This design comes from an exercise in tuning for small area and a short achievable clock period on the open sky130 flow, not from production work. Where RTL was checked, it was by simulation tests only, not by an equivalence proof against the original. No functional check of the RTL was part of runs 1 to 4, 6 and 7. Power and IR drop assume default switching activity.

===== flow/run.sh =====
#!/bin/bash
# Standard ORFS layout, with two changes: Yosys's full/half-adder extraction is
# off (ADDER_MAP_FILE empty) so ABC maps the whole datapath, and the I/O port
# buffers use buf_1 instead of the cell buffer_ports picks by default.
set -euo pipefail
bash standard.sh ADDER_MAP_FILE= "BUFFER_PORTS_ARGS=-buffer_cell sky130_fd_sc_hd__buf_1" finish > standard_flow.log 2>&1

===== standard.sh =====
#!/bin/bash
# synth_recipe.tcl (not shown) runs the flow's synth.tcl, then flattens the netlist and writes it again
# the make line also repeats each setting of config.mk as NAME=value (left out here)
make -C /OpenROAD-flow-scripts/flow DESIGN_CONFIG=/design/flow/config.mk WORK_HOME=/design/flow/orfs CLKGATE_MAP_FILE= SYNTH_SCRIPT=/design/flow/synth_recipe.tcl "${@:-finish}"

===== config.mk =====
export PLATFORM = sky130hd
export DESIGN_NAME = ALU
export DESIGN_NICKNAME = ALU
export VERILOG_FILES = /design/flow/design.v
export SDC_FILE = /design/flow/constraint.sdc
export NUM_CORES = 4
export LEC_CHECK = 0
export ABC_AREA = 1
export CAP_MARGIN = 20
export CORE_MARGIN = 2
export CORE_UTILIZATION = 40
export SLEW_MARGIN = 20

===== constraint.sdc =====
create_clock -name core_clock -period 5.0 [get_ports {clk}]
set_input_delay 1.0000 -clock core_clock [delete_from_list [all_inputs] [get_ports {clk}]]
set_output_delay 1.0000 -clock core_clock [all_outputs]
set_load 0.01 [all_outputs]

===== design.v =====
module ALU(clk,operand_a,operand_b,result,opcode,zero_flag);
    input clk;
    input [31:0] operand_a;
    input [31:0] operand_b;
    input [7:0] opcode;
    output reg [31:0] result;
    output reg zero_flag;
    wire valid = ~|opcode[7:3];
    wire [2:0] op = opcode[2:0];
    wire sub = (op == 3'd1) | (op == 3'd6);
    wire [31:0] bx = operand_b ^ {32{sub}};
    wire [31:0] p = operand_a ^ bx;
    wire [31:0] g = operand_a & bx;
    wire g0c = g[0] | (p[0] & sub);
    wire G0_1 = g[1] | (p[1] & g0c);
    wire P0_1 = p[1] & p[0];
    wire G0_3 = g[3] | (p[3] & g[2]);
    wire P0_3 = p[3] & p[2];
    wire G0_5 = g[5] | (p[5] & g[4]);
    wire P0_5 = p[5] & p[4];
    wire G0_7 = g[7] | (p[7] & g[6]);
    wire P0_7 = p[7] & p[6];
    wire G0_9 = g[9] | (p[9] & g[8]);
    wire P0_9 = p[9] & p[8];
    wire G0_11 = g[11] | (p[11] & g[10]);
    wire P0_11 = p[11] & p[10];
    wire G0_13 = g[13] | (p[13] & g[12]);
    wire P0_13 = p[13] & p[12];
    wire G0_15 = g[15] | (p[15] & g[14]);
    wire P0_15 = p[15] & p[14];
    wire G0_17 = g[17] | (p[17] & g[16]);
    wire P0_17 = p[17] & p[16];
    wire G0_19 = g[19] | (p[19] & g[18]);
    wire P0_19 = p[19] & p[18];
    wire G0_21 = g[21] | (p[21] & g[20]);
    wire P0_21 = p[21] & p[20];
    wire G0_23 = g[23] | (p[23] & g[22]);
    wire P0_23 = p[23] & p[22];
    wire G0_25 = g[25] | (p[25] & g[24]);
    wire P0_25 = p[25] & p[24];
    wire G0_27 = g[27] | (p[27] & g[26]);
    wire P0_27 = p[27] & p[26];
    wire G0_29 = g[29] | (p[29] & g[28]);
    wire P0_29 = p[29] & p[28];
    wire G0_31 = g[31] | (p[31] & g[30]);
    wire P0_31 = p[31] & p[30];
    wire G1_3 = G0_3 | (P0_3 & G0_1);
    wire P1_3 = P0_3 & P0_1;
    wire G1_7 = G0_7 | (P0_7 & G0_5);
    wire P1_7 = P0_7 & P0_5;
    wire G1_11 = G0_11 | (P0_11 & G0_9);
    wire P1_11 = P0_11 & P0_9;
    wire G1_15 = G0_15 | (P0_15 & G0_13);
    wire P1_15 = P0_15 & P0_13;
    wire G1_19 = G0_19 | (P0_19 & G0_17);
    wire P1_19 = P0_19 & P0_17;
    wire G1_23 = G0_23 | (P0_23 & G0_21);
    wire P1_23 = P0_23 & P0_21;
    wire G1_27 = G0_27 | (P0_27 & G0_25);
    wire P1_27 = P0_27 & P0_25;
    wire G1_31 = G0_31 | (P0_31 & G0_29);
    wire P1_31 = P0_31 & P0_29;
    wire G2_7 = G1_7 | (P1_7 & G1_3);
    wire P2_7 = P1_7 & P1_3;
    wire G2_15 = G1_15 | (P1_15 & G1_11);
    wire P2_15 = P1_15 & P1_11;
    wire G2_23 = G1_23 | (P1_23 & G1_19);
    wire P2_23 = P1_23 & P1_19;
    wire G2_31 = G1_31 | (P1_31 & G1_27);
    wire P2_31 = P1_31 & P1_27;
    wire G3_15 = G2_15 | (P2_15 & G2_7);
    wire P3_15 = P2_15 & P2_7;
    wire G3_31 = G2_31 | (P2_31 & G2_23);
    wire P3_31 = P2_31 & P2_23;
    wire G4_31 = G3_31 | (P3_31 & G3_15);
    wire P4_31 = P3_31 & P3_15;
    wire G5_23 = G2_23 | (P2_23 & G3_15);
    wire P5_23 = P2_23 & P3_15;
    wire G6_11 = G1_11 | (P1_11 & G2_7);
    wire P6_11 = P1_11 & P2_7;
    wire G6_19 = G1_19 | (P1_19 & G3_15);
    wire P6_19 = P1_19 & P3_15;
    wire G6_27 = G1_27 | (P1_27 & G5_23);
    wire P6_27 = P1_27 & P5_23;
    wire G7_5 = G0_5 | (P0_5 & G1_3);
    wire P7_5 = P0_5 & P1_3;
    wire G7_9 = G0_9 | (P0_9 & G2_7);
    wire P7_9 = P0_9 & P2_7;
    wire G7_13 = G0_13 | (P0_13 & G6_11);
    wire P7_13 = P0_13 & P6_11;
    wire G7_17 = G0_17 | (P0_17 & G3_15);
    wire P7_17 = P0_17 & P3_15;
    wire G7_21 = G0_21 | (P0_21 & G6_19);
    wire P7_21 = P0_21 & P6_19;
    wire G7_25 = G0_25 | (P0_25 & G5_23);
    wire P7_25 = P0_25 & P5_23;
    wire G7_29 = G0_29 | (P0_29 & G6_27);
    wire P7_29 = P0_29 & P6_27;
    wire G8_2 = g[2] | (p[2] & G0_1);
    wire P8_2 = p[2] & P0_1;
    wire G8_4 = g[4] | (p[4] & G1_3);
    wire P8_4 = p[4] & P1_3;
    wire G8_6 = g[6] | (p[6] & G7_5);
    wire P8_6 = p[6] & P7_5;
    wire G8_8 = g[8] | (p[8] & G2_7);
    wire P8_8 = p[8] & P2_7;
    wire G8_10 = g[10] | (p[10] & G7_9);
    wire P8_10 = p[10] & P7_9;
    wire G8_12 = g[12] | (p[12] & G6_11);
    wire P8_12 = p[12] & P6_11;
    wire G8_14 = g[14] | (p[14] & G7_13);
    wire P8_14 = p[14] & P7_13;
    wire G8_16 = g[16] | (p[16] & G3_15);
    wire P8_16 = p[16] & P3_15;
    wire G8_18 = g[18] | (p[18] & G7_17);
    wire P8_18 = p[18] & P7_17;
    wire G8_20 = g[20] | (p[20] & G6_19);
    wire P8_20 = p[20] & P6_19;
    wire G8_22 = g[22] | (p[22] & G7_21);
    wire P8_22 = p[22] & P7_21;
    wire G8_24 = g[24] | (p[24] & G5_23);
    wire P8_24 = p[24] & P5_23;
    wire G8_26 = g[26] | (p[26] & G7_25);
    wire P8_26 = p[26] & P7_25;
    wire G8_28 = g[28] | (p[28] & G6_27);
    wire P8_28 = p[28] & P6_27;
    wire G8_30 = g[30] | (p[30] & G7_29);
    wire P8_30 = p[30] & P7_29;
    wire [32:0] c;
    assign c[0] = sub;
    assign c[1] = g0c;
    assign c[2] = G0_1;
    assign c[3] = G8_2;
    assign c[4] = G1_3;
    assign c[5] = G8_4;
    assign c[6] = G7_5;
    assign c[7] = G8_6;
    assign c[8] = G2_7;
    assign c[9] = G8_8;
    assign c[10] = G7_9;
    assign c[11] = G8_10;
    assign c[12] = G6_11;
    assign c[13] = G8_12;
    assign c[14] = G7_13;
    assign c[15] = G8_14;
    assign c[16] = G3_15;
    assign c[17] = G8_16;
    assign c[18] = G7_17;
    assign c[19] = G8_18;
    assign c[20] = G6_19;
    assign c[21] = G8_20;
    assign c[22] = G7_21;
    assign c[23] = G8_22;
    assign c[24] = G5_23;
    assign c[25] = G8_24;
    assign c[26] = G7_25;
    assign c[27] = G8_26;
    assign c[28] = G6_27;
    assign c[29] = G8_28;
    assign c[30] = G7_29;
    assign c[31] = G8_30;
    assign c[32] = G4_31;
    wire [31:0] sum = p ^ c[31:0];
    wire lt = ~c[32];
    reg [31:0] r;
    always @* begin
        case (op)
            3'd0, 3'd1: r = sum;
            3'd2: r = g;
            3'd3: r = g | p;
            3'd4: r = ~(g | p);
            3'd5: r = p;
            3'd6: r = {1'b0, {31{lt}}};
            default: r = 32'b0;
        endcase
    end
    always @(posedge clk) begin
        result <= valid ? r : 32'b0;
        zero_flag <= ~|result;
    end
endmodule

==> results of run 1 <==
report_power, final:
group          switching (mW)  total [mW]  internal (mW)  leakage (nW)
registers             0.00202       0.270          0.268         0.267
clock network           0.109       0.205         0.0967        0.0450
logic                   0.292       0.447          0.155          1.98
worst paths after layout:
| check | startpoint | to | slack (ns) | depth (start not counted) |
|---|---|---|---|---|
| hold reg to reg | result[6] | zero_flag | 0.52 | 3 |
| setup / recovery | opcode[2] | result[20] | 1.32 | 16 |
| setup reg to reg | result[13] | zero_flag | 3.58 | 3 |
| hold / removal | result[6] | zero_flag | 0.52 | 3 |
stage by stage:
stage	instance area [sq um]	setup WS [ns]	hold slack (ns)	utilization
after floorplan	4080	1.94	0.549	-
after global placement	4570	1.18	0.512	0.463
after detailed placement	4570	1.06	0.518	0.463
after CTS	4650	1.35	0.528	0.472
after global routing	4650	1.01	0.570	0.472
final	4650	1.32	0.520	0.472
layout by cell type (no fill, tap or decap), types with 8 or more instances in the layout:
cell type / instances
nand3_1: 59
o21ai_0: 31
xor2_1: 9
nand2_1: 178
nand2_2: 27
a221oi_1: 8
inv_1: 91
a21oi_1: 32
buf_1: 105
a211oi_1: 10
dfxtp_1: 33
nand3b_1: 8
xnor2_1: 10
buf_4: 10
a31oi_1: 13
nor4_1: 8
inv_2: 8
nor2_1: 46
o22ai_1: 10
flip-flops by register name, indices dropped and copies added, names as in the netlist:
signal and flops:
result 32, zero_flag 1
cell families (layout without fill, tap and decap cells):
| logic type | after synthesis | count (layout) | share of synthesized area |
|---|---|---|---|
| compound gates | 142 | 142 | 0.225 |
| buf+inv | 129 | 227 | 0.138 |
| xor+xnor | 23 | 23 | 0.0567 |
| flops | 33 | 33 | 0.162 |
| simple gates | 361 | 361 | 0.419 |
layer usage:
metal	routed length (um)	track usage	part of all wire
met1	5810	0.314	0.44
met2	5990	0.412	0.46
met3	1030	0.0281	0.079
met4	269	0.0771	0.021
met5	0	0	0
critical path, delay by kind of cell:
family          cells  cell delay, ns
buf+inv             5            0.89
simple gates        8            1.39
compound gates      2            0.37
xor+xnor            1            0.20
final cells by class:
class,count,area (sq um)
flip-flops and latches,33,661
fillers,1081,5210
multi-input cells,526,2870
clock buffers,6,72.6
inverters,103,388
well taps,133,166
clock inverters,2,10.0
repair buffers,116,489
==> impl_metrics.json, run 1 <==
{
  "cts.htree.levels": 2,
  "post-route-min-period_ns": 3.68,
  "vdd_drop_max_mv": 0.100,
  "worst_path_largest_cell_delay_ns": 0.34,
  "die_h_um": 105,
  "numPortBuffers": 105,
  "required_ns": 5.17,
  "overflow": 0,
  "core-area_sq_um": 9860,
  "dp_hpwl_um": 9850,
  "grt_max_degree": 30,
  "tightest_slew_ns": 0.900,
  "report.final.setup_viol": 0,
  "antenna_found_initial": 0,
  "power.total_mw": 0.922,
  "outcome": "no timing/DRC/antenna violations",
  "yosysMostFrequentCell": "nand2_1",
  "drt_first_pass_iters": 4,
  "post_cts_resized": 0,
  "grt_usage": 0.241,
  "ys_ff_latch": 33,
  "clkSinkCount": 33,
  "layout.cells.non_filler": 919,
  "rsz0062_at_grt": "false",
  "grt_pass1_vias": 4604,
  "syn2layout_area_growth_pct": 13.9,
  "num_rows": 36,
  "synth.cell_area_sq_um": 4080,
  "syn_avg_cell_area_sq_um": 5.94,
  "cts_buffers": 5,
  "post_cts_buffers": 0,
  "slew_violations": 0,
  "syn-instance-count": 688,
  "yosysTopAreaCellShare": 0.164,
  "die_area_sq_um": 11000,
  "synth_commonest_cells": "nand2_1 (178), inv_1 (91), nand3_1 (59)",
  "netlist.top_cell.by_area": "nand2_1",
  "max_cap_viol_count": 0,
  "post-route-period-util": 0.735,
  "wl_per_cell_um": 14.3,
  "async_flop_share": 0,
  "viasPerCell": 5.28,
  "antenna_cells": 0,
  "p_leak_nw": 2.29,
  "synth_edf_count": 0,
  "clock_latency_ns": 0.29,
  "clockBufferDepth": 2,
  "clkTransAtPathRegs_ns": 0.07,
  "slew_headroom": 0.399,
  "crit_path_max_fanout": 24,
  "synth_ff_type": "dfxtp_1",
  "drtIter0Drc": 315,
  "io_pins": 106,
  "setup_tns_ns": 0,
  "path_class": "in2reg",
  "syn_nets": 761,
  "detail-route-antenna-nets": 0,
  "synth_cell_types": 58,
  "crit_slowest_cell": "nand2_4",
  "grt_pass1_wl_um": 21800,
  "drive_gt1_frac": 0.112,
  "p_per_area_nw_per_um2": 198,
  "routed_wirelength_um": 13100,
  "clockRootBuffer": "clkbuf_8",
  "yosysSeqAreaShare": 0.162,
  "hp-class": "reg2reg",
  "placedCellCount": 911,
  "endpoint_kind": "flop",
  "hold_viol": 0,
  "die_width_um": 105,
  "vias": 4849,
  "arrival_ns": 3.85,
  "yosys_warnings": 1,
  "nets": 858,
  "start_kind": "input port",
  "gp_routability_congestion": 0.933,
  "cts_tree": "yes",
  "route.detailed.drc": 0,
  "cts_hold_buf": 0,
  "crit_chain": "buf_1 > nand3_2 > nand2_4 > buf_12 > xor2_1 > nor2_1 > inv_1 > nand2_1 > nor3_4 > and2_4 > nand3_1 > nand3_2 > buf_4 > o21ai_0 > o31ai_1 > inv_1",
  "synth.area.top_cells": "nand2_1 (16%), dfxtp_1 (16%), inv_1 (8.4%)",
  "start_util": 0.414,
  "max_freq_mhz": 272,
  "skew_ns": 0.00656
}
==> run 2: changes to the inputs <==
--- a/design.v
+++ b/design.v
@@ -8,8 +8,15 @@
     wire valid = ~|opcode[7:3];
     wire [2:0] op = opcode[2:0];
-    wire sub = (op == 3'd1) | (op == 3'd6);
-    wire [31:0] bx = operand_b ^ {32{sub}};
-    wire [31:0] p = operand_a ^ bx;
-    wire [31:0] g = operand_a & bx;
+    wire sub = op[0] | op[1];
+    wire arith = valid & (op[2:1] == 2'b00);
+    wire slt = valid & (op == 3'd6);
+    wire kp = valid & ((op == 3'd0) | (op == 3'd3) | (op == 3'd5));
+    wire kg = valid & ((op == 3'd1) | (op == 3'd2) | (op == 3'd3));
+    wire k0 = valid & ((op == 3'd1) | (op == 3'd4));
+    wire [31:0] t = operand_a ^ operand_b;
+    wire [31:0] ab = operand_a & operand_b;
+    wire [31:0] l = (t & {32{kp}}) | (ab & {32{kg}}) | (~t & ~ab & {32{k0}});
+    wire [31:0] p = t ^ {32{sub}};
+    wire [31:0] g = operand_a & ~p;
     wire g0c = g[0] | (p[0] & sub);
     wire G0_1 = g[1] | (p[1] & g0c);
@@ -161,20 +168,8 @@
     assign c[31] = G8_30;
     assign c[32] = G4_31;
-    wire [31:0] sum = p ^ c[31:0];
     wire lt = ~c[32];
-    reg [31:0] r;
-    always @* begin
-        case (op)
-            3'd0, 3'd1: r = sum;
-            3'd2: r = g;
-            3'd3: r = g | p;
-            3'd4: r = ~(g | p);
-            3'd5: r = p;
-            3'd6: r = {1'b0, {31{lt}}};
-            default: r = 32'b0;
-        endcase
-    end
+    wire [31:0] x = arith ? c[31:0] : {1'b0, {31{slt & lt}}};
     always @(posedge clk) begin
-        result <= valid ? r : 32'b0;
+        result <= l ^ x;
         zero_flag <= ~|result;
     end
==> run 2 against run 1 <==
  * Design area fell by 6.3%
  * Utilization is 0.24 points higher
  * Combinational power down 37%
  * Die area down 7.2%
  * Hold slack lost 0.0024 ns
  * Via count is 5.4% lower
  * Cell count decreased by 3.4%
  * Highest routed layer unchanged
  * Clock power up 12%
  * Non-clock buffer count fell by 4
  * Sequential share of layout area increased by 0.95 points
  * Clock skew is 0.0011 ns lower
  * First-iteration DRC count down 53%
==> impl_metrics.json, run 2 <==
{
  "outcome": "no timing/DRC/antenna violations",
  "synth.area.top_cells": "nand2_1 (24%), dfxtp_1 (17%), inv_1 (7.8%)",
  "cts_hold_buf": 0,
  "wl_per_cell_um": 12.9,
  "stdcell_area_sq_um": 4360,
  "synth_edf_count": 0,
  "syn-instance-count": 677,
  "tightest_slew_ns": 0.791,
  "yosysSeqAreaShare": 0.175,
  "synth.cell_area_sq_um": 3780,
  "required_ns": 5.19,
  "power.total_mw": 0.784,
  "grt_max_degree": 31,
  "vias": 4588,
  "num_rows": 35,
  "cts_buffers": 5,
  "max_freq_mhz": 280,
  "die_width_um": 101,
  "synth_commonest_cells": "nand2_1 (242), inv_1 (79), nor2_1 (68)",
  "yosys_warnings": 1,
  "skew_ns": 0.00549,
  "path_buf_inv": 5,
  "yosysTopAreaCellShare": 0.240,
  "antenna_cells": 0,
  "regMostFlops": "result",
  "final_common_cell": "nand2_1",
  "clkTransAtPathRegs_ns": 0.07,
  "syn_nets": 750,
  "placedCellCount": 879,
  "io_pins": 106,
  "route.detailed.drc": 0,
  "detail-route-antenna-nets": 0,
  "synth_ff_type": "dfxtp_1",
  "die_h_um": 101,
  "cts_tree": "yes",
  "clock_latency_ns": 0.29,
  "setup_tns_ns": 0,
  "crit_path_max_fanout": 17,
  "drive_gt1_frac": 0.0592,
  "worst_path_largest_cell_delay_ns": 0.59,
  "max_cap_viol_count": 0,
  "syn2layout_area_growth_pct": 15.4,
  "rrSetupSlack_ns": 3.71,
  "dp_hpwl_um": 8630,
  "nets": 849,
  "start_util": 0.411,
  "layout.cells.non_filler": 888,
  "rsz0062_at_grt": "false",
  "core-area_sq_um": 9200,
  "arrival_ns": 3.76,
  "post-route-min-period_ns": 3.57,
  "netlist.top_cell.by_area": "nand2_1",
  "cts.htree.levels": 2,
  "slew_violations": 0,
  "vdd_drop_max_mv": 0.0843,
  "grt_usage": 0.221,
  "slew_headroom": 0.471,
  "grt_pass1_vias": 4013,
  "report.final.setup_viol": 0,
  "hold_ws_ns": 0.518,
  "p_per_area_nw_per_um2": 180,
  "fillCellCount": 999,
  "yosysMostFrequentCell": "nand2_1",
  "place_area_sq_um": 4230,
  "final_cell_mix": "nand2_1 (242), buf_1 (105), inv_1 (78), nor2_1 (68), nand3_1 (59)",
  "path_class": "in2reg",
  "drtIter0Drc": 147,
  "post_cts_resized": 0,
  "crit_family": "buffers and inverters",
  "hp-class": "reg2reg",
  "clockRootBuffer": "clkbuf_8",
  "async_flop_share": 0,
  "start_kind": "input port",
  "post-route-period-util": 0.713,
  "die_area_sq_um": 10200,
  "crit_slowest_cell": "nor2_2",
  "endpoint_kind": "flop",
  "antenna_found_initial": 0,
  "routed_wirelength_um": 11400,
  "syn_avg_cell_area_sq_um": 5.58,
  "synth_cell_types": 39,
  "clkSinkCount": 33,
  "ys_ff_latch": 33,
  "drt_first_pass_iters": 8,
  "clockBufferDepth": 2,
  "reg_top3": "result (32), zero_flag (1)",
  "crit_chain": "buf_1 > nor2_2 > buf_12 > o21ai_0 > nor2_1 > clkinv_1 > buf_16 > o22ai_1 > a31oi_1 > nand3b_1 > nand2_1 > inv_1",
  "grt_pass1_wl_um": 18300,
  "gp_routability_congestion": 0.876,
  "hold_viol": 0,
  "largest_reg_flops": 32,
  "overflow": 0,
  "p_leak_nw": 2.16,
  "post_cts_buffers": 0,
  "numPortBuffers": 105,
  "viasPerCell": 5.17
}
-- run 2: path summary, 6_finish.rpt --
path                            startpoint    endpoint  cells after the start
worst min register to register  result[22]   zero_flag                      3
worst max-delay path             opcode[1]  result[12]                     12
worst min-delay path            result[22]   zero_flag                      3
worst max register to register   result[1]   zero_flag                      3
-- run 2: kinds of logic after synthesis --
family	synth area share
AOI/OAI and AO/OA	0.125
xor gates and xnor gates	0.0950
buffers and inverters	0.124
DFF	0.175
and+or+nand+nor	0.481
-- run 2: metal layers --
metal  routed length, um  track usage  part of all wire
met2                5200        0.380              0.45
met5                   0            0                 0
met3                 770       0.0345             0.067
met4                 124       0.0489             0.011
met1                5350        0.294              0.47
-- run 2: report_power, final --
part	internal, mW	switching [mW]
combinational	0.0948	0.185
clock	0.125	0.105
sequential	0.270	0.00370
-- run 2: cell type report --
cell class              instances  area [sq um]  area share
well taps                     111           139      0.0319
clock inverters                 1          5.00     0.00115
clock buffers                   7          96.3      0.0221
flip-flops and latches         33           661       0.152
repair buffers                112           479       0.110
inverters                      87           327      0.0749
multi-input cells             537          2650       0.609
-- run 2: through the flow --
stage | worst slack [ns] | util
2_1_floorplan | 2.25 | -
3_3_place_gp | 1.39 | 0.460
3_5_place_dp | 1.26 | 0.460
4_1_cts | 1.57 | 0.471
5_1_grt | 1.16 | 0.474
6_report | 1.43 | 0.474
-- run 2: worst register-to-register path, delay by kind of cell, from the launching register on --
family           cells  cell delay (ns)
flip-flops           1             0.33
AND/OR/NAND/NOR      3             0.91
==> run 3: changes to the inputs <==
--- a/config.mk
+++ b/config.mk
@@ -10,3 +10,4 @@
 export CORE_MARGIN = 2
 export CORE_UTILIZATION = 40
+export SETUP_SLACK_MARGIN = 2.3
 export SLEW_MARGIN = 20
==> run 3 against run 2 <==
  * Utilization rose by 14 points
  * Via count is 12% higher
  * Sequential power hardly changed
  * Register-to-register slack worse by 0.13 ns
  * Synthesized cell count is the same
  * Clock skew shrank 0.0011 ns
  * Clock power increased by 2%
  * Clock-buffer cell count unchanged
  * Largest power group unchanged
  * Highest routed layer unchanged
==> impl_metrics.json, run 3 <==
{
  "outcome": "no timing/DRC/antenna violations",
  "clkSinkCount": 33,
  "hold_ws_ns": 0.539,
  "detail-route-antenna-nets": 0,
  "hold_viol": 0,
  "fillCellCount": 829,
  "antenna_cells": 0,
  "cts_hold_buf": 0,
  "num_rows": 35,
  "nets": 925,
  "vdd_drop_max_mv": 0.0986,
  "whs_endpoint": "zero_flag",
  "arrival_ns": 3.15,
  "slew_headroom": 0.452,
  "min-delay-start": "result[22]",
  "synth_commonest_cells": "nand2_1 (242), inv_1 (79), nor2_1 (68)",
  "skew_ns": 0.00443,
  "p_leak_nw": 2.67,
  "netlist.top_cell.by_area": "nand2_1",
  "routed_wirelength_um": 14300,
  "hp-class": "reg2reg",
  "yosysSeqAreaShare": 0.175,
  "syn-instance-count": 677,
  "vias": 5119,
  "grt_max_degree": 31,
  "overflow": 0,
  "hold_depth": 3,
  "r2r-start": "result[1]",
  "synth.cell_area_sq_um": 3780,
  "core-area_sq_um": 9200,
  "yosys_warnings": 1,
  "endpoint_kind": "flop",
  "grt_usage": 0.266,
  "required_ns": 5.19,
  "die_area_sq_um": 10200,
  "setup_tns_ns": 0,
  "utilization": 0.611,
  "power.total_mw": 0.970,
  "synth_ff_type": "dfxtp_1",
  "grt_pass1_wl_um": 21700,
  "final_cell_mix": "nand2_1 (211), buf_1 (102), inv_1 (77), buf_4 (63), nor2_1 (61)",
  "report.final.setup_viol": 0,
  "synth_cell_types": 39,
  "start_kind": "input port",
  "gp_routability_congestion": 0.869,
  "drive_gt1_frac": 0.246,
  "antenna_found_initial": 0,
  "slew_violations": 0,
  "route.detailed.drc": 0,
  "post-route-min-period_ns": 2.97,
  "wl_per_cell_um": 14.8,
  "syn_avg_cell_area_sq_um": 5.58,
  "clkTransAtPathRegs_ns": 0.07,
  "drtIter0Drc": 330,
  "tightest_slew_ns": 0.814,
  "yosysTopAreaCellShare": 0.240,
  "rr_worst_depth": 3,
  "drt_first_pass_iters": 4,
  "yosysMostFrequentCell": "nand2_1",
  "synth.area.top_cells": "nand2_1 (24%), dfxtp_1 (17%), inv_1 (7.8%)",
  "dp_hpwl_um": 8670,
  "max_freq_mhz": 337,
  "die_h_um": 101,
  "synth_edf_count": 0,
  "syn_nets": 750,
  "numPortBuffers": 105,
  "reg_top3": "result (32), zero_flag (1)",
  "cts.htree.levels": 2,
  "async_flop_share": 0,
  "ys_ff_latch": 33,
  "clock_latency_ns": 0.30,
  "largest_reg_flops": 32,
  "cts_buffers": 5,
  "rrSetupSlack_ns": 3.58,
  "post-route-period-util": 0.593,
  "path_class": "in2reg",
  "cts_tree": "yes",
  "syn2layout_area_growth_pct": 48.6,
  "crit_path_max_fanout": 8,
  "clockBufferDepth": 2,
  "dpl_worst_slack_ns": 1.24,
  "final_common_cell": "nand2_1",
  "r2r-end": "zero_flag",
  "setup_ws_ns": 2.03,
  "start_util": 0.411,
  "rsz0062_at_grt": "true",
  "max_cap_viol_count": 0,
  "p_per_area_nw_per_um2": 173,
  "io_pins": 106,
  "die_width_um": 101,
  "clockRootBuffer": "clkbuf_8",
  "grt_pass1_vias": 4756,
  "viasPerCell": 5.31,
  "regMostFlops": "result"
}
## run 3: cell counts after synthesis
No cell type changed its count.
## run 3: worst max-delay path by stage
stage,depth (start not counted),slack (ns),from,endpoint
after detailed placement,18,1.24,opcode[0],result[25]
after global routing,17,1.94,opcode[1],result[12]
after CTS,18,2.18,opcode[0],result[20]
after floorplan,19,2.31,opcode[1],result[12]
final,19,2.03,opcode[1],result[18]
after global placement,16,1.32,opcode[1],result[25]
## run 3: routing by layer
metal	vias up	track usage	wire, um
met4	0	0.0904	333
met2	231	0.454	6860
met1	2327	0.341	6010
met5	-	0	0
li1	2526	-	-
met3	35	0.0421	1090
## run 3: report_power, final
group	switching, mW	total (mW)	internal (mW)
Clock	0.109	0.234	0.125
Sequential	0.00346	0.274	0.270
Combinational	0.265	0.462	0.197
## run 3: per-stage QoR
step	instances	cell area, sq um
2_1_floorplan	677	3810
6_report	964	5620
4_1_cts	953	5330
3_5_place_dp	881	4260
3_3_place_gp	881	4260
5_1_grt	964	5620
## run 3: cell type report
| type | count | area (sq um) | share of cell area |
|---|---|---|---|
| Clock buffer | 7 | 96.3 | 0.0172 |
| Clock inverter | 1 | 5.00 | 0.000891 |
| Inverter | 87 | 333 | 0.0593 |
| Multi-Input combinational cell | 538 | 3140 | 0.560 |
| Sequential cell | 33 | 661 | 0.118 |
| Tap cell | 111 | 139 | 0.0247 |
| Timing Repair Buffer | 187 | 1240 | 0.220 |
## run 3: timing repair
action	in CTS	in global routing
buffers inserted	58	11
hold endpoints to repair	0	0
resized for setup	91	51
gates cloned	6	0
setup endpoints to repair	32	32
pin swaps	18	40
## run 3: critical path, stage by stage
cell and delay (ns):
buf_8 0.11, nor2_4 0.16, buf_6 0.15, buf_12 0.14, nand3_2 0.10, nand2_2 0.09
inv_1 0.07, nor2_2 0.14, nand3_2 0.11, nor2_2 0.11, nand2_2 0.07, nand2_2 0.11
nand3_2 0.07, nand4_1 0.14, nand2_4 0.14, buf_12 0.16, buf_16 0.13, o211ai_1 0.08
nand2_1 0.07
## run 3: logic make-up (layout without fill, tap and decap cells)
logic type,Yosys count,after routing,share of synthesized area
AND/OR/NAND/NOR,428,429,0.481
buffers and inverters,107,282,0.124
AO/OA/AOI/OAI,74,74,0.125
XOR/XNOR,35,35,0.0950
flip-flops,33,33,0.175
==> run 4: changes to the inputs <==
--- a/config.mk
+++ b/config.mk
@@ -10,4 +10,4 @@
 export CORE_MARGIN = 2
 export CORE_UTILIZATION = 40
-export SETUP_SLACK_MARGIN = 2.3
+export SETUP_SLACK_MARGIN = 1.5
 export SLEW_MARGIN = 20
==> run 4 against run 3 <==
  * Still clean
  * Die area is the same
  * Power shrank 19%
  * Non-clock buffer count shrank 72
  * Flip-flop and latch count is the same
  * Combinational power shrank 39%
  * Fmax shrank 6.0%
  * Sequential share of layout area grew 3.2 points
  * Sequential power is essentially flat
  * Setup slack lost 0.19 ns
  * Routed wire length shrank 19%
  * Via count shrank 11%
  * Global-route usage shrank 4.4 points
  * Critical path type unchanged
==> impl_metrics.json, run 4 <==
{
  "outcome": "no timing/DRC/antenna violations",
  "grt_pass1_vias": 4013,
  "die_area_sq_um": 10200,
  "cts_hold_buf": 0,
  "final_cell_mix": "nand2_1 (242), buf_1 (105), inv_1 (78), nor2_1 (68), nand3_1 (59)",
  "largest_reg_flops": 32,
  "grt_usage": 0.221,
  "setup_tns_ns": 0,
  "drive_gt1_frac": 0.0641,
  "p_leak_nw": 2.17,
  "overflow": 0,
  "required_ns": 5.18,
  "antenna_found_initial": 0,
  "place_area_sq_um": 4230,
  "slew_violations": 0,
  "min-delay-start": "result[22]",
  "vias": 4571,
  "skew_ns": 0.00600,
  "final_common_cell": "nand2_1",
  "p_per_area_nw_per_um2": 179,
  "nets": 852,
  "dp_hpwl_um": 8630,
  "clock_latency_ns": 0.29,
  "start_kind": "input port",
  "die_h_um": 101,
  "numPortBuffers": 105,
  "cts.htree.levels": 2,
  "yosysSeqAreaShare": 0.175,
  "synth_cell_types": 39,
  "slew_headroom": 0.445,
  "startpoint": "opcode[7]",
  "hold_viol": 0,
  "viasPerCell": 5.13,
  "ys_ff_latch": 33,
  "max_cap_viol_count": 0,
  "max_freq_mhz": 317,
  "tightest_slew_ns": 0.831,
  "syn_avg_cell_area_sq_um": 5.58,
  "grt_max_degree": 31,
  "yosys_warnings": 1,
  "num_rows": 35,
  "path_class": "in2reg",
  "clockRootBuffer": "clkbuf_8",
  "syn2layout_area_growth_pct": 16.4,
  "rrSetupSlack_ns": 3.72,
  "post-route-min-period_ns": 3.15,
  "utilization": 0.479,
  "drtIter0Drc": 150,
  "synth.area.top_cells": "nand2_1 (24%), dfxtp_1 (17%), inv_1 (7.8%)",
  "stdcell_area_sq_um": 4400,
  "cts_tree": "yes",
  "antenna_cells": 0,
  "syn_nets": 750,
  "fillCellCount": 994,
  "clkTransAtPathRegs_ns": 0.07,
  "cts_buffers": 5,
  "reg_top3": "result (32), zero_flag (1)",
  "route.detailed.drc": 0,
  "yosysTopAreaCellShare": 0.240,
  "synth_edf_count": 0,
  "detail-route-antenna-nets": 0,
  "endpoint_kind": "flop",
  "synth.cell_area_sq_um": 3780,
  "crit_path_max_fanout": 24,
  "clockBufferDepth": 2,
  "gp_routability_congestion": 0.876,
  "r2r-start": "result[25]",
  "core-area_sq_um": 9200,
  "vdd_drop_max_mv": 0.0859,
  "clkSinkCount": 33,
  "met3_length_um": 726,
  "synth_commonest_cells": "nand2_1 (242), inv_1 (79), nor2_1 (68)",
  "routed_wirelength_um": 11600,
  "hp-class": "reg2reg",
  "dr_wl_met2_um": 5280,
  "async_flop_share": 0,
  "post-route-period-util": 0.631,
  "rsz0062_at_grt": "false",
  "drt-met1-wl_um": 5500,
  "wl_per_cell_um": 13.0,
  "start_util": 0.411,
  "top_layer": "met4",
  "report.final.setup_viol": 0,
  "netlist.top_cell.by_area": "nand2_1",
  "yosysMostFrequentCell": "nand2_1",
  "arrival_ns": 3.34,
  "synth_ff_type": "dfxtp_1",
  "io_pins": 106,
  "syn-instance-count": 677,
  "regMostFlops": "result",
  "grt_pass1_wl_um": 18300,
  "drt_first_pass_iters": 4,
  "die_width_um": 101
}
[run 4: cells by family after synthesis]
kind of cell | share of synthesized area
and+or+nand+nor | 0.481
buffers and inverters | 0.124
AOI/OAI and AO/OA | 0.125
xor gates and xnor gates | 0.0950
DFF | 0.175
[run 4: final cells by class]
| class | count | area [sq um] | share of cell area |
|---|---|---|---|
| repair buffers | 115 | 502 | 0.114 |
| clock inverters | 1 | 5.00 | 0.00114 |
| clock buffers | 7 | 96.3 | 0.0219 |
| well taps | 111 | 139 | 0.0316 |
| multi-input cells | 537 | 2670 | 0.606 |
| flip-flops and latches | 33 | 661 | 0.150 |
| inverters | 87 | 330 | 0.0751 |
[run 4: report_power, final]
| part | switching [mW] | internal (mW) |
|---|---|---|
| clock | 0.106 | 0.125 |
| combinational | 0.187 | 0.0969 |
| sequential | 0.00373 | 0.270 |
[run 4: repair_timing]
action,in CTS,in global routing
setup buffers,0,3
gates resized for setup,0,3
setup endpoints to repair,0,32
[run 4: final timing paths]
kind	end	depth (start not counted)
setup reg to reg	zero_flag	3
setup / recovery	result[9]	11
hold reg to reg	zero_flag	3
hold / removal	zero_flag	3
[run 4: worst max-delay path: stages]
cell and delay, ns:
buf_1 0.07, nor3_1 0.15, and2_1 0.17, inv_2 0.07, nor3_2 0.12, buf_4 0.34, clkinv_1 0.58, nand2_1 0.27
buf_4 0.30, nand2_1 0.11, xor2_1 0.16
[run 4: per-layer routing]
| metal | vias to the layer above | global-route usage |
|---|---|---|
| met5 | - | 0 |
| met4 | 0 | 0.0489 |
| met3 | 9 | 0.0345 |
| met2 | 148 | 0.380 |
| met1 | 2041 | 0.294 |
| li1 | 2373 | - |
[run 4: metrics by stage]
step	std cells	power [mW]	hold WS (ns)	worst slack, ns
global route	891	0.844	0.559	1.56
finish	891	0.789	0.518	1.85
CTS	887	0.790	0.534	1.57
global placement	879	0.552	0.524	1.39
detailed placement	879	0.557	0.524	1.26
floorplan	677	0.480	0.549	2.25
==> run 5: changes to the inputs <==
--- a/design.v
+++ b/design.v
@@ -11,12 +11,12 @@
     wire arith = valid & (op[2:1] == 2'b00);
     wire slt = valid & (op == 3'd6);
+    wire [31:0] t = operand_a ^ operand_b;
+    wire [31:0] ab = operand_a & operand_b;
+    wire [31:0] p = t ^ {32{sub}};
+    wire [31:0] g = operand_a & ~p;
     wire kp = valid & ((op == 3'd0) | (op == 3'd3) | (op == 3'd5));
     wire kg = valid & ((op == 3'd1) | (op == 3'd2) | (op == 3'd3));
     wire k0 = valid & ((op == 3'd1) | (op == 3'd4));
-    wire [31:0] t = operand_a ^ operand_b;
-    wire [31:0] ab = operand_a & operand_b;
     wire [31:0] l = (t & {32{kp}}) | (ab & {32{kg}}) | (~t & ~ab & {32{k0}});
-    wire [31:0] p = t ^ {32{sub}};
-    wire [31:0] g = operand_a & ~p;
     wire g0c = g[0] | (p[0] & sub);
     wire G0_1 = g[1] | (p[1] & g0c);
--- a/config.mk
+++ b/config.mk
@@ -10,4 +10,3 @@
 export CORE_MARGIN = 2
 export CORE_UTILIZATION = 40
-export SETUP_SLACK_MARGIN = 1.5
 export SLEW_MARGIN = 20
==> run 5 against run 4 <==
  * Setup slack got worse by 0.41 ns
  * Utilization is 0.44 points lower
  * Routed wire length decreased by 1.2%
  * Critical endpoint is now result[12]
  * Cell count decreased by 0.34%
  * Largest cell class unchanged
  * Flip-flop and latch count unchanged
  * Register-to-register slack about the same
  * Combinational power shrank 1%
==> impl_metrics.json, run 5 <==
{
  "vias": 4588,
  "overflow": 0,
  "p_per_area_nw_per_um2": 180,
  "post_cts_buffers": 0,
  "max_cap_viol_count": 0,
  "dp_hpwl_um": 8630,
  "final_common_cell": "nand2_1",
  "start_util": 0.411,
  "drt_first_pass_iters": 8,
  "syn2layout_area_growth_pct": 15.4,
  "slew_violations": 0,
  "grt_pass1_wl_um": 18300,
  "clockBufferDepth": 2,
  "start_kind": "input port",
  "nets": 849,
  "final_cell_mix": "nand2_1 (242), buf_1 (105), inv_1 (78), nor2_1 (68), nand3_1 (59)",
  "crit_path_max_fanout": 17,
  "numPortBuffers": 105,
  "path_class": "in2reg",
  "async_flop_share": 0,
  "reg_top3": "result (32), zero_flag (1)",
  "syn-instance-count": 677,
  "slew_headroom": 0.471,
  "hold_viol": 0,
  "yosys_warnings": 1,
  "num_rows": 35,
  "io_pins": 106,
  "rsz0062_at_grt": "false",
  "drive_gt1_frac": 0.0592,
  "regMostFlops": "result",
  "synth_commonest_cells": "nand2_1 (242), inv_1 (79), nor2_1 (68)",
  "ys_ff_latch": 33,
  "path_buf_inv": 5,
  "max_freq_mhz": 280,
  "yosysMostFrequentCell": "nand2_1",
  "syn_avg_cell_area_sq_um": 5.58,
  "hp-class": "reg2reg",
  "worst_path_largest_cell_delay_ns": 0.59,
  "p_leak_nw": 2.16,
  "wl_per_cell_um": 12.9,
  "skew_ns": 0.00549,
  "core-area_sq_um": 9200,
  "antenna_found_initial": 0,
  "crit_chain": "buf_1 > nor2_2 > buf_12 > o21ai_0 > nor2_1 > clkinv_1 > buf_16 > o22ai_1 > a31oi_1 > nand3b_1 > nand2_1 > inv_1",
  "cts.htree.levels": 2,
  "endpoint_kind": "flop",
  "clkSinkCount": 33,
  "drtIter0Drc": 147,
  "regArea_sq_um": 661,
  "vdd_drop_max_mv": 0.0843,
  "route.detailed.drc": 0,
  "yosysTopAreaCellShare": 0.240,
  "yosysSeqAreaShare": 0.175,
  "grt_usage": 0.221,
  "clkTransAtPathRegs_ns": 0.07,
  "synth.cell_area_sq_um": 3780,
  "setup_tns_ns": 0,
  "grt_max_degree": 31,
  "hold_ws_ns": 0.518,
  "synth_cell_types": 39,
  "syn_nets": 750,
  "viasPerCell": 5.17,
  "post-route-min-period_ns": 3.57,
  "netlist.top_cell.by_area": "nand2_1",
  "antenna_cells": 0,
  "grt_pass1_vias": 4013,
  "multi_input_area_sq_um": 2650,
  "post_cts_resized": 0,
  "arrival_ns": 3.76,
  "post-route-period-util": 0.713,
  "tightest_slew_ns": 0.791,
  "routed_wirelength_um": 11400,
  "report.final.setup_viol": 0,
  "crit_slowest_cell": "nor2_2",
  "cts_tree": "yes",
  "clock_latency_ns": 0.29,
  "cts_buffers": 5,
  "gp_routability_congestion": 0.876,
  "fillCellCount": 999,
  "largest_reg_flops": 32,
  "detail-route-antenna-nets": 0,
  "die_width_um": 101,
  "clockRootBuffer": "clkbuf_8",
  "cts_hold_buf": 0,
  "outcome": "no timing/DRC/antenna violations",
  "die_h_um": 101,
  "die_area_sq_um": 10200,
  "crit_family": "buffers and inverters",
  "synth_edf_count": 0,
  "required_ns": 5.19,
  "synth_ff_type": "dfxtp_1",
  "synth.area.top_cells": "nand2_1 (24%), dfxtp_1 (17%), inv_1 (7.8%)"
}
[run 5: area by class of cell]
type / instances / share of cell area
tap: 111 / 0.0319
clock inverter: 1 / 0.00115
clock buffer: 7 / 0.0221
timing repair buffer: 112 / 0.110
multi-input combinational: 537 / 0.609
sequential: 33 / 0.152
inverter: 87 / 0.0749
[run 5: through the flow]
stage                     cell area, sq um  utilization  cells  setup WS, ns  total power, mW
after floorplan                       3780            -    677          2.25            0.480
after global placement                4230        0.460    879          1.39            0.552
after detailed placement              4230        0.460    879          1.26            0.557
after CTS                             4330        0.471    887          1.57            0.790
after global routing                  4360        0.474    888          1.16            0.840
final                                 4360        0.474    888          1.43            0.784
[run 5: worst paths after layout]
check / startpoint / endpoint / slack [ns] / cells after the start
hold / removal: result[22] / zero_flag / 0.52 / 3
setup reg to reg: result[1] / zero_flag / 3.71 / 3
setup / recovery: opcode[1] / result[12] / 1.43 / 12
hold reg to reg: result[22] / zero_flag / 0.52 / 3
[run 5: worst min-delay path, stage by stage (launching register included)]
cell and delay, ns:
dfxtp_1 0.33, nor4_1 0.04, nand4_1 0.07, nor2_1 0.04
[run 5: metal layers]
layer  part of all wire  up-vias  GRT usage
li1                   -     2374          -
met5                  0        -          0
met3              0.067       16     0.0345
met4              0.011        0     0.0489
met2               0.45      165      0.380
met1               0.47     2033      0.294
[run 5: report_power, final]
group          total [mW]  leakage, nW  internal [mW]  switching [mW]
registers           0.274        0.267          0.270         0.00370
logic               0.280         1.84         0.0948           0.185
clock network       0.230       0.0542          0.125           0.105
total               0.784         2.16          0.490           0.294
[run 5: cell families (layout without fill, tap and decap cells)]
kind of cell,after synthesis,in the layout,share of synthesized area
DFF,33,33,0.175
and+or+nand+nor,428,428,0.481
AOI/OAI and AO/OA,74,74,0.125
xor gates and xnor gates,35,35,0.0950
buffers and inverters,107,207,0.124
==> run 6: changes to the inputs <==
--- a/design.v
+++ b/design.v
@@ -11,12 +11,12 @@
     wire arith = valid & (op[2:1] == 2'b00);
     wire slt = valid & (op == 3'd6);
-    wire [31:0] t = operand_a ^ operand_b;
-    wire [31:0] ab = operand_a & operand_b;
-    wire [31:0] p = t ^ {32{sub}};
-    wire [31:0] g = operand_a & ~p;
     wire kp = valid & ((op == 3'd0) | (op == 3'd3) | (op == 3'd5));
     wire kg = valid & ((op == 3'd1) | (op == 3'd2) | (op == 3'd3));
     wire k0 = valid & ((op == 3'd1) | (op == 3'd4));
+    wire [31:0] t = operand_a ^ operand_b;
+    wire [31:0] ab = operand_a & operand_b;
     wire [31:0] l = (t & {32{kp}}) | (ab & {32{kg}}) | (~t & ~ab & {32{k0}});
+    wire [31:0] p = t ^ {32{sub}};
+    wire [31:0] g = operand_a & ~p;
     wire g0c = g[0] | (p[0] & sub);
     wire G0_1 = g[1] | (p[1] & g0c);
--- a/config.mk
+++ b/config.mk
@@ -10,3 +10,4 @@
 export CORE_MARGIN = 2
 export CORE_UTILIZATION = 40
+export SETUP_SLACK_MARGIN = 2.0
 export SLEW_MARGIN = 20
==> run 6 against run 5 <==
  * Largest cell class unchanged
  * Synthesized cell count did not move
  * Design area rose by 12%
  * Routed wire length rose by 11%
  * Hold slack got worse by 0.00062 ns
  * Via count rose by 3.7%
  * First-iteration DRC count rose by 40%
==> impl_metrics.json, run 6 <==
{
  "clockRootBuffer": "clkbuf_8",
  "p_per_area_nw_per_um2": 171,
  "yosys_warnings": 1,
  "report.final.setup_viol": 0,
  "ys_ff_latch": 33,
  "grt_pass1_vias": 4094,
  "crit_chain": "buf_6 > nor2_4 > buf_12 > clkbuf_16 > buf_4 > nand2_1 > nand2_2 > nor2_1 > nand3_1 > nand2_2 > a21oi_2 > nand2_2 > nand3_2 > nand4_1 > nand2_4 > clkbuf_16 > nand2_1 > xor2_1",
  "antenna_cells": 0,
  "path_buf_inv": 5,
  "wl_per_cell_um": 13.9,
  "gp_routability_congestion": 0.876,
  "clockBufferDepth": 2,
  "cts_hold_buf": 0,
  "viasPerCell": 5.22,
  "cts.htree.levels": 2,
  "grt_max_degree": 25,
  "async_flop_share": 0,
  "die_width_um": 101,
  "yosysMostFrequentCell": "nand2_1",
  "max_freq_mhz": 340,
  "clock_latency_ns": 0.29,
  "endpoint_kind": "flop",
  "final_common_cell": "nand2_1",
  "cts_buffers": 5,
  "vdd_drop_max_mv": 0.0870,
  "synth_edf_count": 0,
  "crit_slowest_cell": "nand2_4",
  "cts_tree": "yes",
  "slew_violations": 0,
  "hp-class": "reg2reg",
  "vias": 4759,
  "num_rows": 35,
  "synth_ff_type": "dfxtp_1",
  "route.detailed.drc": 0,
  "worst_path_largest_cell_delay_ns": 0.25,
  "grt_usage": 0.230,
  "rsz0062_at_grt": "false",
  "synth.cell_area_sq_um": 3780,
  "post-route-period-util": 0.588,
  "power.total_mw": 0.831,
  "routed_wirelength_um": 12700,
  "netlist.top_cell.by_area": "nand2_1",
  "crit_family": "simple AND/OR/NAND/NOR gates",
  "synth_commonest_cells": "nand2_1 (242), inv_1 (79), nor2_1 (68)",
  "overflow": 0,
  "p_leak_nw": 2.35,
  "drive_gt1_frac": 0.130,
  "tightest_slew_ns": 0.661,
  "regMostFlops": "result",
  "syn2layout_area_growth_pct": 28.6,
  "cp_common_cell": "nand2_2",
  "die_area_sq_um": 10200,
  "post-route-min-period_ns": 2.94,
  "clkTransAtPathRegs_ns": 0.07,
  "reg_top3": "result (32), zero_flag (1)",
  "start_kind": "input port",
  "die_h_um": 101,
  "hold_viol": 0,
  "outcome": "no timing/DRC/antenna violations",
  "dp_hpwl_um": 8630,
  "arrival_ns": 3.12,
  "start_util": 0.411,
  "nets": 872,
  "clkSinkCount": 33,
  "skew_ns": 0.00761,
  "drt_first_pass_iters": 5,
  "max_cap_viol_count": 0,
  "final_cell_mix": "nand2_1 (227), buf_1 (103), inv_1 (78), nor2_1 (65), nand3_1 (56)",
  "antenna_found_initial": 0,
  "core-area_sq_um": 9200,
  "syn-instance-count": 677,
  "yosysTopAreaCellShare": 0.240,
  "slew_headroom": 0.555,
  "syn_nets": 750,
  "syn_avg_cell_area_sq_um": 5.58,
  "yosysSeqAreaShare": 0.175,
  "path_class": "in2reg",
  "numPortBuffers": 105,
  "grt_pass1_wl_um": 18800,
  "synth.area.top_cells": "nand2_1 (24%), dfxtp_1 (17%), inv_1 (7.8%)",
  "setup_tns_ns": 0,
  "detail-route-antenna-nets": 0,
  "synth_cell_types": 39,
  "required_ns": 5.18,
  "drtIter0Drc": 206,
  "io_pins": 106,
  "crit_path_max_fanout": 6,
  "largest_reg_flops": 32
}
-- run 6: cell counts after synthesis --
No cell type changed its count.
-- run 6: layout make-up --
class	instances	area, sq um
Multi-Input combinational cell	538	2790
Fill cell	944	4330
Timing Repair Buffer	133	825
Clock buffer	7	96.3
Clock inverter	1	5.00
Sequential cell	33	661
Inverter	87	340
Timing Repair inverter	1	7.51
Tap cell	111	139
-- run 6: report_power, final --
group | leakage (nW) | total (mW) | switching (mW) | internal (mW)
combinational | 2.03 | 0.324 | 0.204 | 0.121
sequential | 0.267 | 0.274 | 0.00375 | 0.270
clock | 0.0542 | 0.233 | 0.108 | 0.125
total | 2.35 | 0.831 | 0.316 | 0.516
-- run 6: cell families (layout without fill, tap and decap cells) --
kind of cell,after synthesis,in the layout,share of synthesized area
simple gates,428,429,0.481
buf+inv,107,229,0.124
xor+xnor,35,35,0.0950
flops,33,33,0.175
compound gates,74,74,0.125
-- run 6: repair_timing --
item | 4_1_cts | 5_1_grt
pin swaps | 2 | 10
buffers inserted | 8 | 8
resized for setup | 8 | 45
setup endpoints to repair | 32 | 32
cloned | 2 | 6
-- run 6: metal layers --
metal,vias up,GRT usage,routed length (um)
li1,2423,-,-
met1,2121,0.303,5620
met2,192,0.393,5780
met3,23,0.0414,1040
met4,0,0.0530,226
met5,-,0,0
-- run 6: worst paths after layout --
check             start         to  slack, ns  cells after the start
max           opcode[1]  result[3]       2.06                     18
min          result[22]  zero_flag       0.52                      3
max reg2reg  result[25]  zero_flag       3.71                      3
min reg2reg  result[22]  zero_flag       0.52                      3
-- run 6: worst min-delay path, stage by stage, from the launching register on --
cell and delay [ns]:
dfxtp_1 0.33, nor4_1 0.04, nand4_1 0.07, nor2_1 0.04
-- run 6: stage by stage --
step | hold WS [ns] | setup WS [ns] | util | std cells | area [sq um]
5_1_grt | 0.559 | 1.91 | 0.529 | 911 | 4860
6_report | 0.517 | 2.06 | 0.529 | 911 | 4860
3_5_place_dp | 0.524 | 1.26 | 0.460 | 879 | 4230
4_1_cts | 0.534 | 2.06 | 0.485 | 897 | 4460
3_3_place_gp | 0.524 | 1.39 | 0.460 | 879 | 4230
2_1_floorplan | 0.549 | 2.25 | - | 677 | 3780
==> run 7: changes to the inputs <==
--- a/config.mk
+++ b/config.mk
@@ -10,4 +10,4 @@
 export CORE_MARGIN = 2
 export CORE_UTILIZATION = 40
-export SETUP_SLACK_MARGIN = 2.0
+export SETUP_SLACK_MARGIN = 1.8
 export SLEW_MARGIN = 20
==> run 7 against run 6 <==
  * Sequential power barely moved
  * Hold slack better by 0.00054 ns
  * Global-route usage is 0.83 points lower
  * Utilization is 4.5 points lower
  * Clock-buffer cell count did not move
  * Via count down 3.6%
  * Die area unchanged
  * Power is 4.9% lower
  * Sequential share of layout area increased by 1.3 points
  * Synthesized area unchanged
  * Critical path type unchanged
==> impl_metrics.json, run 7 <==
{
  "outcome": "no timing/DRC/antenna violations",
  "synth.area.top_cells": "nand2_1 (24%), dfxtp_1 (17%), inv_1 (7.8%)",
  "ys_ff_latch": 33,
  "syn2layout_area_growth_pct": 17.6,
  "grt_usage": 0.222,
  "crit_slowest_cell": "buf_4",
  "cp_common_cell": "nand2_1",
  "wl_per_cell_um": 13.0,
  "overflow": 0,
  "cts_buffers": 5,
  "skew_ns": 0.00719,
  "grt_pass1_wl_um": 18300,
  "endpoint_kind": "flop",
  "stdcell_area_sq_um": 4450,
  "nets": 856,
  "synth-adder-area-share": 0,
  "drtIter0Drc": 199,
  "regMostFlops": "result",
  "yosys_warnings": 1,
  "synth_ff_type": "dfxtp_1",
  "clkSinkCount": 33,
  "antenna_found_initial": 0,
  "path_class": "in2reg",
  "io_pins": 106,
  "die_h_um": 101,
  "synth_top_family_by_area": "simple AND/OR/NAND/NOR gates",
  "r2r-start": "result[25]",
  "yosysSeqAreaShare": 0.175,
  "route.detailed.drc": 0,
  "hp-class": "reg2reg",
  "rrSetupSlack_ns": 3.73,
  "arrival_ns": 3.17,
  "die_width_um": 101,
  "hold_ws_ns": 0.518,
  "worst_path_largest_cell_delay_ns": 0.29,
  "syn_avg_cell_area_sq_um": 5.58,
  "largest_reg_flops": 32,
  "max_cap_viol_count": 0,
  "crit_path_max_fanout": 24,
  "report.final.setup_viol": 0,
  "required_ns": 5.18,
  "routed_wirelength_um": 11700,
  "p_per_area_nw_per_um2": 178,
  "post-route-min-period_ns": 2.99,
  "async_flop_share": 0,
  "clkTransAtPathRegs_ns": 0.08,
  "synth.cell_area_sq_um": 3780,
  "tightest_slew_ns": 0.810,
  "syn_nets": 750,
  "hold_viol": 0,
  "cts.htree.levels": 2,
  "p_leak_nw": 2.20,
  "synthXorXnorAreaFrac": 0.0950,
  "start_util": 0.411,
  "yosysTopAreaCellShare": 0.240,
  "setup_tns_ns": 0,
  "numPortBuffers": 105,
  "place_area_sq_um": 4230,
  "synth.area.mux_share": 0,
  "crit_chain": "clkbuf_2 > nor2_4 > buf_4 > nand3_1 > nand3_1 > nand2_1 > nand2_1 > nand2_1 > nand2_1 > nand2_1 > nand2_1 > nand2_2 > nand3_1 > nand4_1 > nand2_1 > buf_4 > nand2_1 > xor2_1",
  "vias": 4588,
  "grt_pass1_vias": 4022,
  "synth_edf_count": 0,
  "rsz0062_at_grt": "true",
  "final_cell_mix": "nand2_1 (241), buf_1 (103), inv_1 (78), nor2_1 (68), nand3_1 (59)",
  "die_area_sq_um": 10200,
  "yosysMostFrequentCell": "nand2_1",
  "slew_headroom": 0.459,
  "clock_latency_ns": 0.29,
  "viasPerCell": 5.13,
  "num_rows": 35,
  "syn-instance-count": 677,
  "synth_cell_types": 39,
  "post-route-period-util": 0.597,
  "synth_compound_area_frac": 0.125,
  "dp_hpwl_um": 8630,
  "antenna_cells": 0,
  "reg_top3": "result (32), zero_flag (1)",
  "cts_tree": "yes",
  "drive_gt1_frac": 0.0753,
  "detail-route-antenna-nets": 0,
  "max_freq_mhz": 335,
  "cp-endpoint": "result[9]",
  "start_kind": "input port",
  "startpoint": "opcode[0]",
  "clockRootBuffer": "clkbuf_8",
  "core-area_sq_um": 9200,
  "synth-simple-area-share": 0.481,
  "synth_commonest_cells": "nand2_1 (242), inv_1 (79), nor2_1 (68)",
  "gp_routability_congestion": 0.876,
  "drt_first_pass_iters": 5,
  "netlist.top_cell.by_area": "nand2_1",
  "final_common_cell": "nand2_1",
  "r2r-end": "zero_flag",
  "placedCellCount": 879,
  "layout.cells.non_filler": 895,
  "vdd_drop_max_mv": 0.0837,
  "cts_hold_buf": 0,
  "slew_violations": 0,
  "power.total_mw": 0.790,
  "rr_worst_depth": 3,
  "clockBufferDepth": 2,
  "grt_max_degree": 31
}
==> run 7: stage by stage <==
stage / utilization / worst slack [ns]
after CTS: 0.473 / 1.78
after detailed placement: 0.460 / 1.26
after global placement: 0.460 / 1.39
final: 0.484 / 2.01
after global routing: 0.484 / 1.76
after floorplan: - / 2.25
==> run 7: cells by family (layout without fill, tap and decap cells) <==
family | Yosys count | count (layout)
xor+xnor | 35 | 35
simple gates | 428 | 429
buf+inv | 107 | 213
flops | 33 | 33
compound gates | 74 | 74
==> run 7: routing by layer <==
layer  up-vias  wire [um]  track usage
li1       2392          -            -
met1      2039       5460        0.294
met2       148       5310        0.381
met3         9        798       0.0345
met4         0         78       0.0489
met5         -          0            0
==> run 7: worst min-delay path by stage <==
stage	from	to	depth (start not counted)	slack (ns)
after global routing	result[22]	zero_flag	3	0.56
final	result[22]	zero_flag	3	0.52
after global placement	result[22]	zero_flag	3	0.52
after floorplan	result[6]	zero_flag	3	0.55
after CTS	result[22]	zero_flag	3	0.53
after detailed placement	result[22]	zero_flag	3	0.52
==> run 7: timing repair <==
action	4_1_cts	5_1_grt
cloned	0	1
setup endpoints to repair	32	32
pin swaps	0	2
gates resized for setup	2	6
buffers inserted	0	6
==> run 7: cell type report <==
| type | count | area [sq um] |
|---|---|---|
| clock buffers | 7 | 96.3 |
| clock inverters | 1 | 5.00 |
| fillers | 987 | 4750 |
| well taps | 111 | 139 |
| inverters | 87 | 334 |
| flip-flops and latches | 33 | 661 |
| multi-input cells | 538 | 2690 |
| repair buffers | 118 | 527 |
==> run 7: worst max-delay path: cells and delay by family <==
kind          cells  cell delay [ns]
xor+xnor          1             0.16
simple gates     14             1.36
buf+inv           3             0.64
==> run 7: power by group <==
part | internal (mW) | total (mW) | switching, mW
Sequential | 0.270 | 0.274 | 0.00375
Combinational | 0.0984 | 0.287 | 0.189
Clock | 0.125 | 0.229 | 0.105
Total | 0.493 | 0.790 | 0.297
==> run 8: changes to the inputs <==
--- a/design.v
+++ b/design.v
@@ -11,12 +11,12 @@
     wire arith = valid & (op[2:1] == 2'b00);
     wire slt = valid & (op == 3'd6);
+    wire [31:0] t = operand_a ^ operand_b;
+    wire [31:0] ab = operand_a & operand_b;
+    wire [31:0] p = t ^ {32{sub}};
+    wire [31:0] g = operand_a & ~p;
     wire kp = valid & ((op == 3'd0) | (op == 3'd3) | (op == 3'd5));
     wire kg = valid & ((op == 3'd1) | (op == 3'd2) | (op == 3'd3));
     wire k0 = valid & ((op == 3'd1) | (op == 3'd4));
-    wire [31:0] t = operand_a ^ operand_b;
-    wire [31:0] ab = operand_a & operand_b;
     wire [31:0] l = (t & {32{kp}}) | (ab & {32{kg}}) | (~t & ~ab & {32{k0}});
-    wire [31:0] p = t ^ {32{sub}};
-    wire [31:0] g = operand_a & ~p;
     wire g0c = g[0] | (p[0] & sub);
     wire G0_1 = g[1] | (p[1] & g0c);
==> run 8 against run 7 <==
  * Power unchanged
  * Global-route usage unchanged
  * Via count unchanged
  * Flip-flop and latch count unchanged
  * Clock-buffer cell count unchanged
  * Highest routed layer unchanged
  * Clock skew unchanged
  * Cell count unchanged
  * Critical endpoint unchanged
  * Critical path type unchanged
  * Synthesized area unchanged
  * Fmax unchanged
  * Die area unchanged
==> impl_metrics.json, run 8 <==
{
  "internal_power_mw": 0.493,
  "crit_chain": "clkbuf_2 > nor2_4 > buf_4 > nand3_1 > nand3_1 > nand2_1 > nand2_1 > nand2_1 > nand2_1 > nand2_1 > nand2_1 > nand2_2 > nand3_1 > nand4_1 > nand2_1 > buf_4 > nand2_1 > xor2_1",
  "p_leak_nw": 2.20,
  "yosys_warnings": 1,
  "post-route-min-period_ns": 2.99,
  "clkSinkCount": 33,
  "overflow": 0,
  "p_per_area_nw_per_um2": 178,
  "stdcell_area_sq_um": 4450,
  "max_cap_viol_count": 0,
  "drive_gt1_frac": 0.0753,
  "tightest_slew_ns": 0.810,
  "synth_edf_count": 0,
  "synth_commonest_cells": "nand2_1 (242), inv_1 (79), nor2_1 (68)",
  "endpoint_kind": "flop",
  "yosysTopAreaCellShare": 0.240,
  "cts_buffers": 5,
  "ys_ff_latch": 33,
  "worst_path_largest_cell_delay_ns": 0.29,
  "cp.depth": 18,
  "detail-route-antenna-nets": 0,
  "rr_worst_depth": 3,
  "route.detailed.drc": 0,
  "rrSetupSlack_ns": 3.73,
  "die_width_um": 101,
  "start_kind": "input port",
  "syn-instance-count": 677,
  "r2r-end": "zero_flag",
  "cts_hold_buf": 0,
  "final_common_cell": "nand2_1",
  "reg_top3": "result (32), zero_flag (1)",
  "clock_latency_ns": 0.29,
  "cts.htree.levels": 2,
  "layout.cells.non_filler": 895,
  "crit_path_max_fanout": 24,
  "path_class": "in2reg",
  "cts_tree": "yes",
  "startpoint": "opcode[0]",
  "crit_slowest_cell": "buf_4",
  "die_area_sq_um": 10200,
  "rsz0062_at_grt": "true",
  "antenna_found_initial": 0,
  "grt_usage": 0.222,
  "yosysMostFrequentCell": "nand2_1",
  "drt_first_pass_iters": 5,
  "max_freq_mhz": 335,
  "grt_max_degree": 31,
  "clkTransAtPathRegs_ns": 0.08,
  "clockRootBuffer": "clkbuf_8",
  "wl_per_cell_um": 13.0,
  "crit_family": "simple AND/OR/NAND/NOR gates",
  "place_area_sq_um": 4230,
  "r2r-start": "result[25]",
  "synth.cell_area_sq_um": 3780,
  "cp-endpoint": "result[9]",
  "syn_avg_cell_area_sq_um": 5.58,
  "skew_ns": 0.00719,
  "grt_pass1_vias": 4022,
  "die_h_um": 101,
  "placedCellCount": 879,
  "antenna_cells": 0,
  "switching_share": 0.376,
  "final_cell_mix": "nand2_1 (241), buf_1 (103), inv_1 (78), nor2_1 (68), nand3_1 (59)",
  "synth_ff_type": "dfxtp_1",
  "netlist.top_cell.by_area": "nand2_1",
  "hold_viol": 0,
  "post-route-period-util": 0.597,
  "viasPerCell": 5.13,
  "async_flop_share": 0,
  "largest_reg_flops": 32,
  "drtIter0Drc": 199,
  "syn2layout_area_growth_pct": 17.6,
  "nets": 856,
  "power.total_mw": 0.790,
  "routed_wirelength_um": 11700,
  "hp-class": "reg2reg",
  "required_ns": 5.18,
  "seqPwrFrac": 0.347,
  "regMostFlops": "result",
  "core-area_sq_um": 9200,
  "hold_ws_ns": 0.518,
  "gp_routability_congestion": 0.876,
  "setup_ws_ns": 2.01,
  "vdd_drop_max_mv": 0.0837,
  "dp_hpwl_um": 8630,
  "setup_tns_ns": 0,
  "slew_headroom": 0.459,
  "syn_nets": 750,
  "clockBufferDepth": 2,
  "slew_violations": 0,
  "report.final.setup_viol": 0,
  "synth_cell_types": 39,
  "pwr-share-comb": 0.363,
  "path_buf_inv": 3,
  "fillCellCount": 987,
  "numPortBuffers": 105,
  "vias": 4588,
  "arrival_ns": 3.17,
  "yosysSeqAreaShare": 0.175,
  "grt_pass1_wl_um": 18300,
  "num_rows": 35,
  "synth.area.top_cells": "nand2_1 (24%), dfxtp_1 (17%), inv_1 (7.8%)",
  "io_pins": 106,
  "dpl_worst_slack_ns": 1.26,
  "start_util": 0.411,
  "cp_common_cell": "nand2_1",
  "utilization": 0.484,
  "switchingPower_mw": 0.297,
  "clockPowerShare": 0.290,
  "outcome": "no timing/DRC/antenna violations"
}
==> run 8: cell counts after synthesis <==
Identical to the previous run, type by type.
==> run 8: timing repair <==
item                       in CTS  in global routing
setup endpoints to repair      32                 32
gates resized for setup         2                  6
pin swaps                       0                  2
setup buffers                   0                  6
gates cloned                    0                  1
==> run 8: worst min path at each step <==
stage,endpoint,cells past startpoint,startpoint
finish,zero_flag,3,result[22]
global placement,zero_flag,3,result[22]
floorplan,zero_flag,3,result[6]
detailed placement,zero_flag,3,result[22]
global route,zero_flag,3,result[22]
CTS,zero_flag,3,result[22]
==> run 8: final cells by class <==
| class | count | area, sq um | area share |
|---|---|---|---|
| repair buffers | 118 | 527 | 0.118 |
| clock inverters | 1 | 5.00 | 0.00113 |
| multi-input cells | 538 | 2690 | 0.604 |
| inverters | 87 | 334 | 0.0751 |
| clock buffers | 7 | 96.3 | 0.0217 |
| flip-flops and latches | 33 | 661 | 0.149 |
| well taps | 111 | 139 | 0.0312 |
==> run 8: power groups by stage <==
stage / clock, mW / combinational, mW / sequential (mW)
after floorplan: 0 / 0.196 / 0.283
after global placement: 0 / 0.271 / 0.280
after detailed placement: 0 / 0.277 / 0.280
after CTS: 0.238 / 0.279 / 0.274
after global routing: 0.246 / 0.327 / 0.275
final: 0.229 / 0.287 / 0.274
==> run 8: per-layer routing <==
metal  part of all wire  wire length, um  track usage  vias to the layer above
met5                  0                0            0                        -
met4             0.0067               78       0.0489                        0
met3              0.068              798       0.0345                        9
met2               0.46             5310        0.381                      148
met1               0.47             5460        0.294                     2039
li1                   -                -            -                     2392
==> run 8: worst register-to-register path, stage by stage (launching register included) <==
cell	delay, ns
dfxtp_1	0.32
nor4_1	0.59
nand4_1	0.18
nor2_1	0.12
==> run 8: kinds of logic after synthesis <==
family                    Yosys count  synth area share
xor gates and xnor gates           35            0.0950
buffers and inverters             107             0.124
AOI/OAI and AO/OA                  74             0.125
DFF                                33             0.175
and+or+nand+nor                   428             0.481

-- what the ideal ports hide --
Ports are ideal in the flow. The routed layouts listed here were re-timed in OpenROAD. Step 1 assumes that a clkbuf_16 drives the clock port and a buf_2 every other input. Step 2 also shifts input and output timing later by t, the mid clock arrival at the registers, as if the neighbouring blocks saw the same clock. a / b / c = ideal / step 1 / step 2; a / b = the first two.
| run | t (ns) | slack for setup (ns) | worst hold slack (ns) | slew at the worst register clock pin (ns) | cell pins on the clock port's net |
|---|---|---|---|---|---|
| run 1 | 0.318 | 1.324 / 1.335 / 1.018 | 0.520 / 0.520 / 0.520 | 0.08 / 0.08 | 1 |
| run 2 | 0.315 | 1.434 / 1.441 / 1.127 | 0.518 / 0.518 / 0.518 | 0.07 / 0.07 | 1 |
| run 3 | 0.326 | 2.034 / 2.025 / 1.700 | 0.539 / 0.539 / 0.539 | 0.07 / 0.07 | 1 |
| run 4 | 0.316 | 1.845 / 1.852 / 1.537 | 0.518 / 0.518 / 0.518 | 0.07 / 0.07 | 1 |
| run 5 | 0.315 | 1.434 / 1.441 / 1.127 | 0.518 / 0.518 / 0.518 | 0.07 / 0.07 | 1 |
| run 6 | 0.319 | 2.061 / 2.057 / 1.738 | 0.517 / 0.517 / 0.517 | 0.08 / 0.08 | 1 |
| run 7 | 0.317 | 2.014 / 2.021 / 1.704 | 0.518 / 0.518 / 0.518 | 0.08 / 0.08 | 1 |
| run 8 | 0.317 | 2.014 / 2.021 / 1.704 | 0.518 / 0.518 / 0.518 | 0.08 / 0.08 | 1 |
After both steps every run listed still meets setup and hold. For run 3, which loses most, drivers alone change the setup slack by -0.009 ns; drivers and shift together by -0.334 ns.
